This is an optimization exercise on Yosys and OpenROAD, whose aim is a short achievable clock period and few clock cycles, not a production implementation. Only simulation tests tie the RTL to the original design; equivalence was not proved. Power is estimated from default activity; no workload was simulated.

==> design.v <==
`timescale 1ns / 1ps
module SimpleCPU(clk, rst, data_fromRAM, wrEn, addr_toRAM, data_toRAM);
parameter SIZE = 10;
parameter NC   = 64;         
parameter PW   = 6;          
localparam ADD  = 3'd0;
localparam NAND = 3'd1;
localparam SRL  = 3'd2;
localparam LT   = 3'd3;
localparam CP   = 3'd4;
localparam CPI  = 3'd5;
localparam BZJ  = 3'd6;
localparam MUL  = 3'd7;
localparam S_EX   = 3'd0;    
localparam S_CPI2 = 3'd1;    
localparam S_CPW  = 3'd2;    
localparam S_MUL1 = 3'd3;
localparam S_MUL2 = 3'd4;
input clk, rst;
input wire [31:0] data_fromRAM;
output wire wrEn;
output reg [SIZE-1:0] addr_toRAM;
output wire [31:0] data_toRAM;
reg [2:0]      state;
reg            rflag;           
reg [SIZE-1:0] PC;
reg [31:0]     IW;
reg            IWv;
reg [SIZE-1:0] P;                
reg [31:0]     R1, R2, Res;
reg            wpend;           
reg [SIZE-1:0] WO_A;
reg [31:0]     WO_D;
reg            fillv;           
reg [SIZE-1:0] fillA;
reg            pwen;            
reg [SIZE-1:0] pwaddr;
reg [SIZE-1:0] ctag [0:NC-1];
reg [31:0]     cdat [0:NC-1];
reg [NC-1:0]   cval;
reg [PW-1:0]   ptr;
assign wrEn       = wpend & ~rst;
assign data_toRAM = WO_D;
wire [2:0]      op  = IW[31:29];
wire            im  = IW[28];
wire [SIZE-1:0] fA  = IW[SIZE+13:14];
wire [SIZE-1:0] fB  = IW[SIZE-1:0];
wire [31:0]     immB = {18'd0, IW[13:0]};
wire [SIZE-1:0] PC1 = PC + 1'b1;
wire [SIZE-1:0] laAddr = (state == S_CPW) ? P : fA;
wire [SIZE-1:0] lbAddr = (state == S_CPI2) ? P : fB;
wire [SIZE-1:0] liAddr = IWv ? PC1 : PC;
reg [NC-1:0] mA, mB, mI;
reg [31:0]   vA, vB, vI;
integer i;
always @(*) begin
	vA = 32'd0; vB = 32'd0; vI = 32'd0;
	for (i = 0; i < NC; i = i + 1) begin
		mA[i] = cval[i] && (ctag[i] == laAddr);
		mB[i] = cval[i] && (ctag[i] == lbAddr);
		mI[i] = cval[i] && (ctag[i] == liAddr);
		vA = vA | ({32{mA[i]}} & cdat[i]);
		vB = vB | ({32{mB[i]}} & cdat[i]);
		vI = vI | ({32{mI[i]}} & cdat[i]);
	end
end
wire inA = |mA;
wire inB = |mB;
wire inI = |mI;
wire hitA = inA | (fillv && fillA == laAddr);
wire hitB = inB | (fillv && fillA == lbAddr);
wire hitI = inI | (fillv && fillA == liAddr);
wire [31:0] valA = inA ? vA : data_fromRAM;
wire [31:0] valB = inB ? vB : data_fromRAM;
wire [31:0] valI = inI ? vI : data_fromRAM;
wire isALU = (op == ADD) | (op == NAND) | (op == SRL) | (op == LT);
wire needA = (op != CP) && !(op == CPI && !im);
wire needB = !im || (op == CPI);
wire ready = (!needA || hitA) && (!needB || hitB);
wire [31:0] opB = im ? immB : valB;
reg [31:0] aluOut;
always @(*) begin
	case (op)
		ADD:  aluOut = valA + opB;
		NAND: aluOut = ~(valA & opB);
		SRL:  aluOut = (opB < 32) ? (valA >> opB[4:0]) :
		               ((opB[31:6] == 0) ? (valA << opB[4:0]) : 32'd0);
		LT:   aluOut = (valA < opB) ? 32'd1 : 32'd0;
		default: aluOut = opB;       
	endcase
end
wire [31:0] mulLo = R1 * {16'd0, R2[15:0]};
wire [15:0] mulHi = R1[15:0] * R2[31:16];
reg            wen;              
reg [SIZE-1:0] waddr;
reg [31:0]     wdata;
reg            step;             
reg            rd;               
reg [SIZE-1:0] raddr;
reg [2:0]      stateN;
reg [SIZE-1:0] PCN, PN;
reg [31:0]     IWN, R1N, R2N, ResN;
reg            IWvN;
always @(*) begin
	wen = 1'b0; waddr = fA; wdata = aluOut;
	step = 1'b0;
	rd = 1'b0; raddr = PC;
	stateN = state; PCN = PC; PN = P;
	IWN = IW; IWvN = IWv;
	R1N = R1; R2N = R2; ResN = Res;
	case (state)
		S_EX: begin
			if (!IWv) begin
				if (hitI) begin
					IWN = valI; IWvN = 1'b1;
				end else begin
					rd = 1'b1; raddr = PC;
				end
			end else if (!ready) begin
				rd = 1'b1;
				raddr = (needA && !hitA) ? fA : fB;
			end else begin
				case (op)
					CP, ADD, NAND, SRL, LT: begin
						wen = 1'b1; step = 1'b1;
					end
					CPI: begin
						if (im) begin
							PN = valA[SIZE-1:0]; ResN = valB; stateN = S_CPW;
						end else begin
							PN = valB[SIZE-1:0]; stateN = S_CPI2;
						end
					end
					BZJ: begin
						if (im) begin
							PCN = valA[SIZE-1:0] + fB; IWvN = 1'b0;
						end else if (valB == 32'd0) begin
							PCN = valA[SIZE-1:0]; IWvN = 1'b0;
						end else
							step = 1'b1;
					end
					MUL: begin
						R1N = valA; R2N = opB; stateN = S_MUL1;
					end
				endcase
			end
		end
		S_CPI2: begin
			if (hitB) begin
				wen = 1'b1; wdata = valB; step = 1'b1; stateN = S_EX;
			end else begin
				rd = 1'b1; raddr = P;
			end
		end
		S_CPW: begin
			wen = 1'b1; waddr = P; wdata = Res; step = 1'b1; stateN = S_EX;
		end
		S_MUL1: begin
			ResN = mulLo; stateN = S_MUL2;
		end
		S_MUL2: begin
			wen = 1'b1; wdata = Res + {mulHi, 16'd0}; step = 1'b1; stateN = S_EX;
		end
		default: stateN = S_EX;
	endcase
	if (step) begin
		PCN = PC1;
		IWN = valI;
		IWvN = hitI && !(wen && waddr == PC1);
		if (!rd && !hitI) begin
			rd = 1'b1; raddr = PC1;
		end
	end
	if (state == S_MUL1 && !hitI) begin
		rd = 1'b1; raddr = PC1;
	end
end
wire rdgo = rd && !wpend;
always @(*) begin
	addr_toRAM = wpend ? WO_A : raddr;
end
wire allocW = wen && !inA;
wire fillOK = fillv && !(wen && waddr == fillA) && !(pwen && pwaddr == fillA);
wire [PW-1:0] ptrF = allocW ? ptr + 1'b1 : ptr;
integer j;
always @(posedge clk) begin
	if (rst) begin
		cval <= {NC{1'b0}};
		ptr  <= 0;
	end else begin
		for (j = 0; j < NC; j = j + 1) begin
			if (wen && (mA[j] || (allocW && ptr == j))) begin
				ctag[j] <= waddr; cdat[j] <= wdata; cval[j] <= 1'b1;
			end else if (fillOK && ptrF == j) begin
				ctag[j] <= fillA; cdat[j] <= data_fromRAM; cval[j] <= 1'b1;
			end
		end
		ptr <= ptr + allocW + fillOK;
	end
end
always @(posedge clk) begin
	rflag <= rst;
	if (rst) begin
		state <= S_EX;
		PC    <= 0;
		IWv   <= 1'b0;
		wpend <= 1'b0;
		pwen  <= 1'b0;
		fillv <= rflag;
		fillA <= 0;
	end else begin
		state <= stateN;
		PC    <= PCN;
		IW    <= IWN;
		IWv   <= IWvN;
		P     <= PN;
		R1    <= R1N;
		R2    <= R2N;
		Res   <= ResN;
		wpend <= wen;
		WO_A  <= waddr;
		WO_D  <= wdata;
		pwen  <= wen;
		pwaddr <= waddr;
		fillv <= rdgo;
		fillA <= raddr;
	end
end
endmodule
==> run.sh <==
#!/bin/bash
# synth_recipe.tcl (not shown) runs the flow's synth.tcl, then flattens the netlist and writes it again
# the make line also repeats each setting of config.mk as NAME=value (left out here)
make -C /OpenROAD-flow-scripts/flow DESIGN_CONFIG=/design/flow/config.mk WORK_HOME=/design/flow/orfs CLKGATE_MAP_FILE= SYNTH_SCRIPT=/design/flow/synth_recipe.tcl finish
==> config.mk <==
export PLATFORM = sky130hd
export DESIGN_NAME = SimpleCPU
export DESIGN_NICKNAME = SimpleCPU
export VERILOG_FILES = /design/flow/design.v
export SDC_FILE = /design/flow/constraint.sdc
export NUM_CORES = 4
export LEC_CHECK = 0
export CAP_MARGIN = 20
export CORE_MARGIN = 2
export CORE_UTILIZATION = 40
export SLEW_MARGIN = 20
==> constraint.sdc <==
create_clock -name core_clock -period 10.0 [get_ports {clk}]
set_input_delay 2.0000 -clock core_clock [delete_from_list [all_inputs] [get_ports {clk}]]
set_output_delay 2.0000 -clock core_clock [all_outputs]
set_load 0.01 [all_outputs]
==> results by group <==
Floorplanning
  – Starting Density: between 40% and 50%
  – Top Ports: 77
  – Placement Rows: about 270
  – Die extent in y: between 700 and 800 µm
  – DIE WIDTH: 729 µm

Synth
  – Flop and latch count out of synthesis: 2961
  – Share of the synthesized area in the top cell type: 40.9%
  – Post-synth EDFFs: approximately 2900
  – Leading cell types by count after synthesis: 2864 x edfxtp_1, 2510 x nand2_1, 1684 x clkbuf_1, 1442 x nor2_1, 1350 x xnor2_1
  – Syn Area/Cell: 9.61 µm²
  – Synth Cell Area: approximately 210000 µm²
  – Post-synthesis cell count: 21900
  – Count leader, synth: edfxtp_1
  – Mapped Nets: approximately 23000
  – YS warnings: 3
  – Synth unique cells: ~120
  – Asr flop ratio synth: 0%
  – Top cells by area, synth: edfxtp_1 41%, xnor2_1 5.6%, nand2_1 4.5%, fa_1 3.7%, mux2_2 3.4%
  – Most used DFF post-synth: edfxtp_1
  – Leading area contributor after synthesis: edfxtp_1
  – Sequential area share after synthesis: 41.8%

Placed design
  – Pre-CTS setup slack: -0.514 ns
  – Post-placement cell area: about 250000 µm²
  – Cells after DPL: 29600
  – Post-DP HPWL: 1530 mm
  – RD Place Congestion: around 1.3
  – I/O Buffers: between 70 and 80

Clocking
  – Maximum clock path buffer count: 4
  – CTS Buf Count: 363
  – Clock Sinks: 2961
  – Root Buffer: clkbuf_16
  – Depth of the CTS H-tree: 5

Outcome
  – Stopped at: global routing (5_1_grt)
  – Error: [ERROR GRT-0116] Global routing finished with congestion. Check the congestion regions in the DRC Viewer.
  – Status: did not finish

Global routing
  – Total Routing Usage GR: 81.2%
  – First-pass GRT wire length: 2790 mm
  – Number of global-route vias before repair: about 240k
  – Largest net degree at the start of global routing: between 60 and 70
  – Gr ovfl total: 10
## cell families after synthesis
group,count (synthesis),synth area share (%)
mux,801,4.26
simple gates,6123,13.4
compound gates,6117,20.5
fa+ha+maj,596,4.93
xor+xnor,2135,8.89
buf+inv,3155,6.19
flops,2961,41.8
## metrics by stage
step / TNS, ns / hold WS (ns)
after floorplan: 0 / 0.408
after global placement: -2061.14 / 0.424
after CTS: 0 / 0.459
after detailed placement: -10.37 / 0.429
## metal layers
metal / GRT usage [%] / GRT overflow
met1: 83.9 / 0
met2: 90.7 / 2
met3: 70.8 / 1
met4: 76.2 / 7
met5: 56.9 / 0
## timing repair
action	4_1_cts
cloned	8
hold buffers	0
setup buffers	115
pin swaps	90
endpoints found under the setup margin	388
resized for setup	269
## power groups by stage
stage	clock (µW)	combinational (µW)	sequential, µW
after global placement	0	10700	14500
after floorplan	0	5270	14300
after CTS	14300	11100	14200
after detailed placement	0	10800	14500
## worst max-delay path by stage
| stage | startpoint | slack (ns) | endpoint |
|---|---|---|---|
| after global placement | state[1]$_SDFFE_PP0P_ | -1.87 | addr_toRAM[3] |
| after floorplan | state[0]$_SDFFE_PP0P_ | 1.04 | R1[0]$_DFFE_PP_ |
| after CTS | state[2]$_SDFFE_PP0P_ | 0.0007 | addr_toRAM[3] |
| after detailed placement | state[1]$_SDFFE_PP0P_ | -0.51 | addr_toRAM[8] |
Testbench counts, summed over its fixed seeds: cycles 79,329.
